What follows belongs to an exercise in optimizing a design on an open flow for small area, a short achievable clock period and few clock cycles; a production flow would make more cautious choices. No functional check of the RTL was part of this run. Power figures rest on the tool's default switching activity, not on a simulated workload.

==> flow/config.mk <==
export PLATFORM = sky130hd
export DESIGN_NAME = top
export DESIGN_NICKNAME = top
export VERILOG_FILES = /design/flow/design.v
export SDC_FILE = /design/flow/constraint.sdc
export NUM_CORES = 4
export LEC_CHECK = 0
export ABC_CLOCK_PERIOD_IN_PS = 2200
export CAP_MARGIN = 20
export CORE_MARGIN = 2
export CORE_UTILIZATION = 40
export SETUP_SLACK_MARGIN = 3.8
export SLEW_MARGIN = 20
==> flow/run.sh <==
#!/bin/bash
# synth_recipe.tcl (not shown) runs the flow's synth.tcl, then flattens the netlist and writes it again
# the make line also repeats each setting of config.mk as NAME=value (left out here)
make -C /OpenROAD-flow-scripts/flow DESIGN_CONFIG=/design/flow/config.mk WORK_HOME=/design/flow/orfs CLKGATE_MAP_FILE= SYNTH_SCRIPT=/design/flow/synth_recipe.tcl finish
==> flow/constraint.sdc <==
create_clock -name core_clock -period 6.0 [get_ports {clk}]
set_input_delay 1.2000 -clock core_clock [delete_from_list [all_inputs] [get_ports {clk}]]
set_output_delay 1.2000 -clock core_clock [all_outputs]
set_load 0.01 [all_outputs]
==> flow/design.v <==
`timescale 1ns/1ps
module ALU (
    input  [7:0] A,
    input  [7:0] B,
    input  [3:0] instruction,
    output [7:0] F
);
    wire [3:0] op = instruction;
    wire [2:0] k    = B[2:0];
    wire       left = op[0];                    
    wire       rot  = op[2];                    
    wire [2:0] amt = k ^ {3{left}};
    wire [7:0] s0  = left   ? {A[0],    A[7:1]}  : A;
    wire [7:0] s1  = amt[0] ? {s0[0],   s0[7:1]} : s0;
    wire [7:0] s2  = amt[1] ? {s1[1:0], s1[7:2]} : s1;
    wire [7:0] s4  = amt[2] ? {s2[3:0], s2[7:4]} : s2;
    wire [7:0] mr = 8'hff >> k;                 
    wire [7:0] ml = 8'hff << k;                 
    wire [7:0] mask = rot ? 8'hff : (left ? ml : mr);
    wire zero = rot ? (|B[7:4] | (B[3] & |k)) : |B[7:3];
    wire sub = op == 4'b0001;
    wire [7:0] sum = A + (B ^ {8{sub}}) + {7'd0, sub};
    wire is_add = op[3:1] == 3'b000;
    wire is_sh  = (op[3:2] == 2'b00 && op[1]) || op[3:1] == 3'b010;
    wire is_and = op == 4'b0110;
    wire is_or  = op == 4'b0111;
    wire is_not = op == 4'b1000;
    wire is_xor = op == 4'b1001;
    assign F = ({8{is_add}} & sum) |
               ({8{is_sh & ~zero}} & s4 & mask) |
               ({8{is_and}} & (A & B)) |
               ({8{is_or}}  & (A | B)) |
               ({8{is_not}} & ~A) |
               ({8{is_xor}} & (A ^ B));
endmodule
`timescale 1ns/1ps
module top (
    input clk,
    input rst_n,
    input start,
    input valid,
    input [7:0] data_A,
    input [7:0] data_B,
    input [3:0] instruction,
    input [7:0] count,
    output reg [7:0] third_largest,
    output reg finish
);
    reg [7:0] a_q, b_q;
    reg [3:0] op_q;
    reg [7:0] r;           
    reg [7:0] remaining;   
    reg [7:0] largest, second_largest;
    reg       start_q;
    reg       last1, last2;
    wire [7:0] alu_result;
    ALU alu_inst (
        .A(a_q),
        .B(b_q),
        .instruction(op_q),
        .F(alu_result)
    );
    wire [7:0] low_zero = {~|remaining[6:0], ~|remaining[5:0], ~|remaining[4:0],
                           ~|remaining[3:0], ~|remaining[2:0], ~|remaining[1:0],
                           ~remaining[0], 1'b1};
    always @(posedge clk) begin
        a_q     <= data_A;
        b_q     <= data_B;
        r       <= alu_result;
        start_q <= start;
        if (start)
            remaining <= count;
        else if (valid)
            remaining <= remaining ^ low_zero;
    end
    always @(posedge clk or negedge rst_n) begin
        if (!rst_n)
            op_q <= 4'b1111;
        else
            op_q <= valid ? instruction : 4'b1111;
    end
    always @(posedge clk or negedge rst_n) begin
        if (!rst_n) begin
            last1  <= 1'b0;
            last2  <= 1'b0;
            finish <= 1'b0;
        end else begin
            last1  <= (valid && remaining == 8'd1) || (start && count == 8'd0);
            last2  <= last1;
            finish <= last2;
        end
    end
    function [1:0] cmp8;
        input [7:0] a, b;
        reg [7:0] g, l;
        reg [3:0] g1, l1;
        reg [1:0] g2, l2;
        integer i;
        begin
            g = a & ~b;
            l = ~a & b;
            for (i = 0; i < 4; i = i + 1) begin
                g1[i] = g[2*i+1] | (~l[2*i+1] & g[2*i]);
                l1[i] = l[2*i+1] | (~g[2*i+1] & l[2*i]);
            end
            for (i = 0; i < 2; i = i + 1) begin
                g2[i] = g1[2*i+1] | (~l1[2*i+1] & g1[2*i]);
                l2[i] = l1[2*i+1] | (~g1[2*i+1] & l1[2*i]);
            end
            cmp8 = {g2[1] | (~l2[1] & g2[0]), l2[1] | (~g2[1] & l2[0])};
        end
    endfunction
    wire gt1, lt1, gt2, lt2, gt3, lt3;
    assign {gt1, lt1} = cmp8(r, largest);
    assign {gt2, lt2} = cmp8(r, second_largest);
    assign {gt3, lt3} = cmp8(r, third_largest);
    wire eq1 = ~gt1 & ~lt1;
    wire eq2 = ~gt2 & ~lt2;
    wire upd1 = gt1;
    wire upd2 = gt2 & ~eq1;
    wire upd3 = gt3 & ~eq2 & ~eq1;
    wire [7:0] new2 = gt1 ? largest : r;
    wire [7:0] new3 = gt2 ? second_largest : r;
    always @(posedge clk) begin
        largest        <= ({8{upd1}} & r)    | ({8{~upd1}} & largest        & {8{~start_q}});
        second_largest <= ({8{upd2}} & new2) | ({8{~upd2}} & second_largest & {8{~start_q}});
        third_largest  <= ({8{upd3}} & new3) | ({8{~upd3}} & third_largest  & {8{~start_q}});
    end
endmodule
==> flow_metrics.py <==
metrics = {
    "critical_path": {
        "critical_path.most_common_cell": "a21o_1",
        "crit_required_ns": 6.22,
        "crit_slowest_cell": "dfstp_4",
        "worstSetupEndpointType": "flip-flop",
        "cpPeakStageDelay_ns": 0.62,
        "critPathMaxFanout": 4,
        "path_class": "flip-flop to flip-flop",
        "crit_arrival_ns": 2.97,
        "cp_cell_sequence": "or4b_4 > xnor2_4 > fa_2 > a21o_1 > a21o_1 > xor2_1 > a221oi_2 > o31ai_1",
        "cp-start-kind": "flip-flop",
    },
    "yosys": {
        "synth_seq_cells": 64,
        "async_flop_share": 0.109,
        "yosys.area.top_type": "dfxtp_1",
        "synth.most_common_cell": "dfxtp_1",
        "yosysTopAreaCellShare": 0.222,
        "ys_types": 61,
        "yosys_warnings": 1,
        "synthFlopType": "dfxtp_1",
        "synth_nets": 561,
        "avgSynthCellArea_um2": 8.80,
        "synth_area_um2": 4420,
        "yosys-top-cells-area": "dfxtp_1 22%, mux2i_1 10%, ha_1 7.4%",
        "synth_common_cells": "49 x dfxtp_1, 44 x mux2i_1, 36 x inv_1, 31 x nor2_1, 28 x nand2_1",
        "yosysSeqAreaShare": 0.317,
        "syn-instance-count": 502,
        "synth_edf_count": 8,
    },
    "cells_and_area": {
        "multi_input_area_um2": 2900,
        "drive_gt1_frac": 0.190,
        "final-seq-area_um2": 1420,
        "syn_to_final_growth_pct": 23.4,
        "fill_cells": 995,
        "final_util": 0.505,
        "nets": 606,
        "diodes": 0,
    },
    "sta": {
        "fin_crit_sh": 0.458,
        "hold_violations": 0,
        "max_freq_mhz": 364,
        "whs_ns": 0.361,
        "slew_headroom": 0.418,
        "max_slew.worst_pin.slew_ns": 0.866,
        "fin_crit_ns": 2.75,
        "report.final.slew_viol_count": 0,
        "setup_tns_ns": 0,
        "rsz0062_at_grt": "true",
        "setup_viol": 0,
        "fin_skew_ns": 0.0100,
    },
    "drt": {
        "drc_errors": 0,
        "route.vias.total": 3758,
        "viasPerCell": 5.43,
        "first_pass_iters": 4,
        "antenna_left": 0,
        "avgRoutedWirePerCell_um": 15.8,
        "drt_iter0_drc": 152,
        "routed_wl_mm": 10.9,
    },
    "floorplanning": {
        "core_area_um2": 10800,
        "num_rows": 38,
        "dieArea_um2": 11900,
        "die_x_um": 109,
        "die_h_um": 109,
        "io_pins": 41,
        "start_util": 0.409,
    },
    "worst_hold_path": {
        "min_path_type": "flip-flop to flip-flop",
    },
    "global_routing": {
        "grt_pass1_vias": 3604,
        "grt_start_max_net_pins": 25,
        "grt_first_pass_wirelength_mm": 17.5,
        "grt.overflow.total": 0,
        "track_usage": 0.189,
        "antenna_found_initial": 0,
    },
    "clock_network": {
        "clock_latency_ns": 0.35,
        "ctsRootBufferMaster": "clkbuf_8",
        "htreeDepth": 3,
        "cts_hold_buf": 0,
        "cts.sinks": 64,
        "cts_buffers": 9,
        "cts_tree": "yes",
        "max-clock-path-buffers": 2,
        "clk_pin_slew_ns": 0.08,
    },
    "run_status": {
        "status": "finished clean",
    },
    "pwr": {
        "power_leakage_nw": 2.30,
        "ir_drop_v": 0.000163,
        "fin_total_pwr_mw": 1.67,
        "power_density_nw_per_um2": 307,
    },
    "placement": {
        "dp_hpwl_mm": 7.51,
        "port_buffers": 40,
        "gp_congestion": 0.873,
    },
    "flow_run": {
        "cap_violations": 0,
    },
}
-- path summary, 6_finish.rpt --
check / endpoint / slack (ns) / from / cells after the start
max: r[4] / 3.25 / op_q[0] / 8
min: last2 / 0.36 / last1 / 0
max reg2reg: r[4] / 3.25 / op_q[0] / 8
min reg2reg: last2 / 0.36 / last1 / 0
max in group asynchronous: op_q[3] / 4.62 / rst_n / 1
min in group asynchronous: last1 / 1.09 / rst_n / 1
-- registers in the layout (all words and copies together) (netlist names) --
| name | flops |
|---|---|
| second_largest | 8 |
| last2 | 1 |
| remaining | 8 |
| b_q | 8 |
| op_q | 4 |
| start_q | 1 |
| largest | 8 |
| finish | 1 |
| a_q | 8 |
| third_largest | 8 |
| last1 | 1 |
| r | 8 |
-- cell type report --
cell class	instances	share of cell area
clock buffer	9	0.0227
clock inverter	7	0.0216
inverter	37	0.0255
multi-input combinational	371	0.532
sequential	64	0.261
tap	140	0.0321
timing repair buffer	64	0.105
-- stage by stage --
stage | cells | setup WS [ns] | instance area [µm²]
after global placement | 654 | 2.81 | 4920
after floorplan | 502 | 3.28 | 4510
after detailed placement | 654 | 2.75 | 4920
after global routing | 692 | 3.19 | 5450
final | 692 | 3.25 | 5450
after CTS | 685 | 3.30 | 5360
-- worst max-delay path: cells and delay by family, from the launching register on --
kind / cells / cell delay (ns)
AOI/OAI and AO/OA: 4 / 0.74
DFF: 1 / 0.62
and+or+nand+nor: 1 / 0.53
adders and majority gates: 1 / 0.39
xor gates and xnor gates: 2 / 0.34
-- power breakdown --
part | switching, mW | internal [mW]
clock | 0.184 | 0.276
sequential | 0.0805 | 0.509
combinational | 0.302 | 0.320
total | 0.566 | 1.10
-- cell usage in the layout (no fill, tap or decap), drive strengths merged, types with 5 or more instances in the layout --
master / n
dfxtp: 49
mux2i: 44
inv: 37
nor2: 31
clkdlybuf4s50: 30
nand2: 28
o21ai: 27
ha: 26
a21oi: 26
nand2b: 24
buf: 23
nor2b: 17
xnor2: 16
clkbuf: 16
nand3: 15
maj3: 14
xor2: 10
mux2: 10
o22ai: 8
edfxtp: 8
nor3: 7
a21o: 7
o31ai: 5
a211o: 5
a41oi: 5
-- logic make-up (layout without fill, tap and decap cells) --
logic type,Yosys count,after routing,synth area share
and+or+nand+nor,137,137,0.159
AOI/OAI and AO/OA,113,113,0.169
buffers and inverters,67,117,0.0652
DFF,64,64,0.317
muxes,54,54,0.126
adders and majority gates,41,41,0.112
xor gates and xnor gates,26,26,0.0516
-- layer usage --
layer	share of wire	track usage	wire, µm
met3	0.040	0.0400	431
met1	0.45	0.232	4920
met5	0	0	0
met2	0.48	0.322	5270
met4	0.025	0.0733	278
-- what timing repair did --
item,4_1_cts,5_1_grt
setup endpoints to repair,49,37
gates resized for setup,42,27
buffers inserted,15,7
pin swaps,10,6
gates cloned,0,0

==> separate check: timing with driven ports <==
Ports are ideal in the flow. The routed layout listed here was re-timed in OpenROAD.
Step 1, drivers: a clkbuf_16 drives clk and a buf_2 each remaining input, both assumed.
Step 2 also shifts input and output timing later by t, the mid clock arrival at the registers, as if the neighbouring blocks saw the same clock.
Slacks: no drivers / after step 1 / after step 2; pairs: no drivers / after step 1.
shift t [ns]: 0.380
setup slack, ns: 3.252 / 3.252 / 3.252
clock arrival spread, ns: 0.015 / 0.015
worst slew at a driven data input, ns: 0.03
pins driven straight from the clock port: 1
After both steps setup and hold are still met in this run. For this run, drivers alone change the setup slack by 0.000 ns; drivers and shift together by 0.000 ns.
